From an optimization exercise on the open Yosys and OpenROAD flow, aimed at small area and a short achievable clock period; shortcuts taken in it are not production practice. Treat power and IR drop as tool artefacts here; the default activity estimate runs too high for this design.

==> v7: inputs <==
==> flow/design.v <==
module top (
    input clk,
    input rst_n,
    input vld_in,
    input [31:0] x,
    output reg vld_out,
    output reg [16:0] y
);
    wire [2:0] s1_0_sum = {1'b0, x[31:30]} - 3'd1;
    wire [1:0] s1_0_r = s1_0_sum[1:0];
    wire s1_0_q = ~s1_0_sum[2];
    reg v1;
    always @(posedge clk or negedge rst_n)
        if (!rst_n) v1 <= 1'b0;
        else v1 <= vld_in;
    reg [0:0] q1;
    reg [1:0] r1;
    reg [29:0] x1;
    always @(posedge clk) begin
        q1 <= s1_0_q;
        r1 <= s1_0_r;
        x1 <= x[29:0];
    end
    wire s2_1_s = ~q1[0];
    wire [3:0] s2_1_sum = {r1, x1[29:28]} + {~s2_1_s, q1 ^ {1{~s2_1_s}}, 2'b11};
    wire [2:0] s2_1_r = s2_1_sum[2:0];
    wire [1:0] s2_1_q = {q1, ~s2_1_sum[3]};
    reg v2;
    always @(posedge clk or negedge rst_n)
        if (!rst_n) v2 <= 1'b0;
        else v2 <= v1;
    reg [1:0] q2;
    reg [2:0] r2;
    reg [27:0] x2;
    always @(posedge clk) begin
        q2 <= s2_1_q;
        r2 <= s2_1_r;
        x2 <= x1[27:0];
    end
    wire s3_2_s = ~q2[0];
    wire [4:0] s3_2_sum = {r2, x2[27:26]} + {~s3_2_s, q2 ^ {2{~s3_2_s}}, 2'b11};
    wire [3:0] s3_2_r = s3_2_sum[3:0];
    wire [2:0] s3_2_q = {q2, ~s3_2_sum[4]};
    reg v3;
    always @(posedge clk or negedge rst_n)
        if (!rst_n) v3 <= 1'b0;
        else v3 <= v2;
    reg [2:0] q3;
    reg [3:0] r3;
    reg [25:0] x3;
    always @(posedge clk) begin
        q3 <= s3_2_q;
        r3 <= s3_2_r;
        x3 <= x2[25:0];
    end
    wire s4_3_s = ~q3[0];
    wire [5:0] s4_3_sum = {r3, x3[25:24]} + {~s4_3_s, q3 ^ {3{~s4_3_s}}, 2'b11};
    wire [4:0] s4_3_r = s4_3_sum[4:0];
    wire [3:0] s4_3_q = {q3, ~s4_3_sum[5]};
    reg v4;
    always @(posedge clk or negedge rst_n)
        if (!rst_n) v4 <= 1'b0;
        else v4 <= v3;
    reg [3:0] q4;
    reg [4:0] r4;
    reg [23:0] x4;
    always @(posedge clk) begin
        q4 <= s4_3_q;
        r4 <= s4_3_r;
        x4 <= x3[23:0];
    end
    wire s5_4_s = ~q4[0];
    wire [6:0] s5_4_sum = {r4, x4[23:22]} + {~s5_4_s, q4 ^ {4{~s5_4_s}}, 2'b11};
    wire [5:0] s5_4_r = s5_4_sum[5:0];
    wire [4:0] s5_4_q = {q4, ~s5_4_sum[6]};
    reg v5;
    always @(posedge clk or negedge rst_n)
        if (!rst_n) v5 <= 1'b0;
        else v5 <= v4;
    reg [4:0] q5;
    reg [5:0] r5;
    reg [21:0] x5;
    always @(posedge clk) begin
        q5 <= s5_4_q;
        r5 <= s5_4_r;
        x5 <= x4[21:0];
    end
    wire s6_5_s = ~q5[0];
    wire [7:0] s6_5_sum = {r5, x5[21:20]} + {~s6_5_s, q5 ^ {5{~s6_5_s}}, 2'b11};
    wire [6:0] s6_5_r = s6_5_sum[6:0];
    wire [5:0] s6_5_q = {q5, ~s6_5_sum[7]};
    reg v6;
    always @(posedge clk or negedge rst_n)
        if (!rst_n) v6 <= 1'b0;
        else v6 <= v5;
    reg [5:0] q6;
    reg [6:0] r6;
    reg [19:0] x6;
    always @(posedge clk) begin
        q6 <= s6_5_q;
        r6 <= s6_5_r;
        x6 <= x5[19:0];
    end
    wire s7_6_s = ~q6[0];
    wire [8:0] s7_6_sum = {r6, x6[19:18]} + {~s7_6_s, q6 ^ {6{~s7_6_s}}, 2'b11};
    wire [7:0] s7_6_r = s7_6_sum[7:0];
    wire [6:0] s7_6_q = {q6, ~s7_6_sum[8]};
    reg v7;
    always @(posedge clk or negedge rst_n)
        if (!rst_n) v7 <= 1'b0;
        else v7 <= v6;
    reg [6:0] q7;
    reg [7:0] r7;
    reg [17:0] x7;
    always @(posedge clk) begin
        q7 <= s7_6_q;
        r7 <= s7_6_r;
        x7 <= x6[17:0];
    end
    wire s8_7_s = ~q7[0];
    wire [9:0] s8_7_sum = {r7, x7[17:16]} + {~s8_7_s, q7 ^ {7{~s8_7_s}}, 2'b11};
    wire [8:0] s8_7_r = s8_7_sum[8:0];
    wire [7:0] s8_7_q = {q7, ~s8_7_sum[9]};
    reg v8;
    always @(posedge clk or negedge rst_n)
        if (!rst_n) v8 <= 1'b0;
        else v8 <= v7;
    reg [7:0] q8;
    reg [8:0] r8;
    reg [15:0] x8;
    always @(posedge clk) begin
        q8 <= s8_7_q;
        r8 <= s8_7_r;
        x8 <= x7[15:0];
    end
    wire s9_8_s = ~q8[0];
    wire [10:0] s9_8_sum = {r8, x8[15:14]} + {~s9_8_s, q8 ^ {8{~s9_8_s}}, 2'b11};
    wire [9:0] s9_8_r = s9_8_sum[9:0];
    wire [8:0] s9_8_q = {q8, ~s9_8_sum[10]};
    reg v9;
    always @(posedge clk or negedge rst_n)
        if (!rst_n) v9 <= 1'b0;
        else v9 <= v8;
    reg [8:0] q9;
    reg [9:0] r9;
    reg [13:0] x9;
    always @(posedge clk) begin
        q9 <= s9_8_q;
        r9 <= s9_8_r;
        x9 <= x8[13:0];
    end
    wire s10_9_s = ~q9[0];
    wire [11:0] s10_9_sum = {r9, x9[13:12]} + {~s10_9_s, q9 ^ {9{~s10_9_s}}, 2'b11};
    wire [10:0] s10_9_r = s10_9_sum[10:0];
    wire [9:0] s10_9_q = {q9, ~s10_9_sum[11]};
    reg v10;
    always @(posedge clk or negedge rst_n)
        if (!rst_n) v10 <= 1'b0;
        else v10 <= v9;
    reg [9:0] q10;
    reg [10:0] r10;
    reg [11:0] x10;
    always @(posedge clk) begin
        q10 <= s10_9_q;
        r10 <= s10_9_r;
        x10 <= x9[11:0];
    end
    wire s11_10_s = ~q10[0];
    wire [12:0] s11_10_sum = {r10, x10[11:10]} + {~s11_10_s, q10 ^ {10{~s11_10_s}}, 2'b11};
    wire [11:0] s11_10_r = s11_10_sum[11:0];
    wire [10:0] s11_10_q = {q10, ~s11_10_sum[12]};
    reg v11;
    always @(posedge clk or negedge rst_n)
        if (!rst_n) v11 <= 1'b0;
        else v11 <= v10;
    reg [10:0] q11;
    reg [11:0] r11;
    reg [9:0] x11;
    always @(posedge clk) begin
        q11 <= s11_10_q;
        r11 <= s11_10_r;
        x11 <= x10[9:0];
    end
    wire s12_11_s = ~q11[0];
    wire [13:0] s12_11_sum = {r11, x11[9:8]} + {~s12_11_s, q11 ^ {11{~s12_11_s}}, 2'b11};
    wire [12:0] s12_11_r = s12_11_sum[12:0];
    wire [11:0] s12_11_q = {q11, ~s12_11_sum[13]};
    reg v12;
    always @(posedge clk or negedge rst_n)
        if (!rst_n) v12 <= 1'b0;
        else v12 <= v11;
    reg [11:0] q12;
    reg [12:0] r12;
    reg [7:0] x12;
    always @(posedge clk) begin
        q12 <= s12_11_q;
        r12 <= s12_11_r;
        x12 <= x11[7:0];
    end
    wire s13_12_s = ~q12[0];
    wire [14:0] s13_12_sum = {r12, x12[7:6]} + {~s13_12_s, q12 ^ {12{~s13_12_s}}, 2'b11};
    wire [13:0] s13_12_r = s13_12_sum[13:0];
    wire [12:0] s13_12_q = {q12, ~s13_12_sum[14]};
    reg v13;
    always @(posedge clk or negedge rst_n)
        if (!rst_n) v13 <= 1'b0;
        else v13 <= v12;
    reg [12:0] q13;
    reg [13:0] r13;
    reg [5:0] x13;
    always @(posedge clk) begin
        q13 <= s13_12_q;
        r13 <= s13_12_r;
        x13 <= x12[5:0];
    end
    wire s14_13_s = ~q13[0];
    wire [15:0] s14_13_sum = {r13, x13[5:4]} + {~s14_13_s, q13 ^ {13{~s14_13_s}}, 2'b11};
    wire [14:0] s14_13_r = s14_13_sum[14:0];
    wire [13:0] s14_13_q = {q13, ~s14_13_sum[15]};
    reg v14;
    always @(posedge clk or negedge rst_n)
        if (!rst_n) v14 <= 1'b0;
        else v14 <= v13;
    reg [13:0] q14;
    reg [14:0] r14;
    reg [3:0] x14;
    always @(posedge clk) begin
        q14 <= s14_13_q;
        r14 <= s14_13_r;
        x14 <= x13[3:0];
    end
    wire s15_14_s = ~q14[0];
    wire [16:0] s15_14_sum = {r14, x14[3:2]} + {~s15_14_s, q14 ^ {14{~s15_14_s}}, 2'b11};
    wire [15:0] s15_14_r = s15_14_sum[15:0];
    wire [14:0] s15_14_q = {q14, ~s15_14_sum[16]};
    reg v15;
    always @(posedge clk or negedge rst_n)
        if (!rst_n) v15 <= 1'b0;
        else v15 <= v14;
    reg [14:0] q15;
    reg [15:0] r15;
    reg [1:0] x15;
    always @(posedge clk) begin
        q15 <= s15_14_q;
        r15 <= s15_14_r;
        x15 <= x14[1:0];
    end
    wire s16_15_s = ~q15[0];
    wire [17:0] s16_15_sum = {r15, x15[1:0]} + {~s16_15_s, q15 ^ {15{~s16_15_s}}, 2'b11};
    wire [15:0] s16_15_q = {q15, ~s16_15_sum[17]};
    reg v16;
    always @(posedge clk or negedge rst_n)
        if (!rst_n) v16 <= 1'b0;
        else v16 <= v15;
    reg [15:0] q16;
    always @(posedge clk) begin
        q16 <= s16_15_q;
    end
    always @(posedge clk or negedge rst_n)
        if (!rst_n) begin
            vld_out <= 1'b0;
            y <= 17'd0;
        end else begin
            vld_out <= v16;
            y <= {1'b0, q16 & {16{v16}}};
        end
endmodule
==> flow/run.sh <==
#!/bin/bash
# synth_recipe.tcl (not shown) runs the flow's synth.tcl, then flattens the netlist and writes it again
# the make line also repeats each setting of config.mk as NAME=value (left out here)
make -C /OpenROAD-flow-scripts/flow DESIGN_CONFIG=/design/flow/config.mk WORK_HOME=/design/flow/orfs CLKGATE_MAP_FILE= SYNTH_SCRIPT=/design/flow/synth_recipe.tcl finish
==> flow/config.mk <==
export PLATFORM = sky130hd
export DESIGN_NAME = top
export DESIGN_NICKNAME = top
export VERILOG_FILES = /design/flow/design.v
export SDC_FILE = /design/flow/constraint.sdc
export NUM_CORES = 4
export LEC_CHECK = 0
export CAP_MARGIN = 20
export CORE_MARGIN = 2
export CORE_UTILIZATION = 40
export SLEW_MARGIN = 20
==> flow/constraint.sdc <==
create_clock -name core_clock -period 10.0 [get_ports {clk}]
set_input_delay 2.0000 -clock core_clock [delete_from_list [all_inputs] [get_ports {clk}]]
set_output_delay 2.0000 -clock core_clock [all_outputs]
set_load 0.01 [all_outputs]
==> v12: changes against v7 <==
==> flow/flow/run.sh (new file) <==
#!/bin/bash
# Standard ORFS layout, with the port buffers made from buf_2 cells instead of
# the flow's default choice (a slow clkdlybuf4s50_1 delay cell).
set -euo pipefail
export BUFFER_PORTS_ARGS="-buffer_cell sky130_fd_sc_hd__buf_2"
bash standard.sh > standard_flow.log 2>&1
==> flow/standard.sh (new file) <==
#!/bin/bash
# synth_recipe.tcl (not shown) runs the flow's synth.tcl, then flattens the netlist and writes it again
# the make line also repeats each setting of config.mk as NAME=value (left out here)
make -C /OpenROAD-flow-scripts/flow DESIGN_CONFIG=/design/flow/config.mk WORK_HOME=/design/flow/orfs CLKGATE_MAP_FILE= SYNTH_SCRIPT=/design/flow/synth_recipe.tcl "${@:-finish}"
--- a/flow/config.mk
+++ b/flow/config.mk
@@ -10,2 +10,5 @@
 export CORE_UTILIZATION = 40
+export CTS_BUF_LIST = sky130_fd_sc_hd__clkbuf_8
+export CTS_CLUSTER_DIAMETER = 50
+export CTS_CLUSTER_SIZE = 16
 export SLEW_MARGIN = 20
removed: flow/run.sh
==> v37: changes against v7 <==
--- a/flow/config.mk
+++ b/flow/config.mk
@@ -10,2 +10,5 @@
 export CORE_UTILIZATION = 40
+export CTS_BUF_LIST = sky130_fd_sc_hd__clkbuf_8
+export CTS_CLUSTER_DIAMETER = 50
+export CTS_CLUSTER_SIZE = 16
 export SLEW_MARGIN = 20
==> qor summary <==
Total internal power: v12 5.24 mW; v37 5.30 mW; v7 6.09 mW
DR vias/cell: v12 4.44; v37 4.46; v7 4.44
Detailed-route wire length on metal 1: v12 11.1 mm; v37 10.6 mm; v7 10.7 mm
Post-layout minimum cycle time: v12 3.15 ns; v37 3.47 ns; v7 3.42 ns
Slowest CP cell: v12 sky130_fd_sc_hd__dfrtp_1; v37 sky130_fd_sc_hd__clkdlybuf4s50_1; v7 sky130_fd_sc_hd__clkdlybuf4s50_1
Post-route insts no fill: v12 2098; v37 2101; v7 2123
Worst setup path startpoint: v12 y[2]$_DFF_PN0_; v37 y[5]$_DFF_PN0_; v7 y[15]$_DFF_PN0_
Net switching power: v12 3.20 mW; v37 3.21 mW; v7 3.30 mW
Detailed Route Iter0 Violations: v12 263; v37 373; v7 363
Post-layout net count: v12 1642; v37 1644; v7 1649
Period Utilization, post-route: v12 31.5%; v37 34.7%; v7 34.2%
Post-placement setup slack: v12 7.33 ns; v37 7.04 ns; v7 7.04 ns
Share of cell area taken by multi-input logic gates: v12 31.3%; v37 30.8%; v7 29.3%
Hold path startpoint: v12 x13[0]$_DFF_P_; v37 x1[3]$_DFF_P_; v7 x4[7]$_DFF_P_
Total length of routed met2 wires: v12 11.3 mm; v37 11.7 mm; v7 11.9 mm
Met3 track utilization from global routing: v12 2.84%; v37 2.53%; v7 2.85%
Fillers: v12 3963; v37 3922; v7 3802
Worst hold slack after final layout: v12 0.310 ns; v37 0.303 ns; v7 0.322 ns
Result of the run: v12 no timing/DRC/antenna violations; v37 no timing/DRC/antenna violations; v7 no timing/DRC/antenna violations
Proportion of power drawn by flip-flops and latches: v12 37.3%; v37 36.9%; v7 33.5%
No functional check of the RTL was part of any run of this note.

[static timing again, ports no longer ideal]
No port has a modelled driver above. Below, the same layouts with a new extraction and two added sets of constraints. Step 1 (the two cells are an assumption about what drives the block):
set clk [get_ports {clk}]
set_driving_cell -lib_cell sky130_fd_sc_hd__clkbuf_16 $clk
set_driving_cell -lib_cell sky130_fd_sc_hd__buf_2 [delete_from_list [all_inputs] $clk]
Step 2 adds t to the input delays and takes it off the output delays; t is the mean of the earliest and latest rising clock arrival at the registers after step 1. Input paths then give back, and output paths get back, about the clock's delay inside the block. Three values: ideal ports, drivers, drivers and shift; two values: the first two.
| run | shift t [ns] | setup WS [ns] | worst setup path after step 2 |
|---|---|---|---|
| v7 | 0.642 | 6.576 / 6.522 / 7.029 | input to register |
| v12 | 0.677 | 6.852 / 6.800 / 7.261 | register to register |
| v37 | 0.655 | 6.532 / 6.480 / 7.031 | input to register |
After both steps every run listed still meets setup and hold.
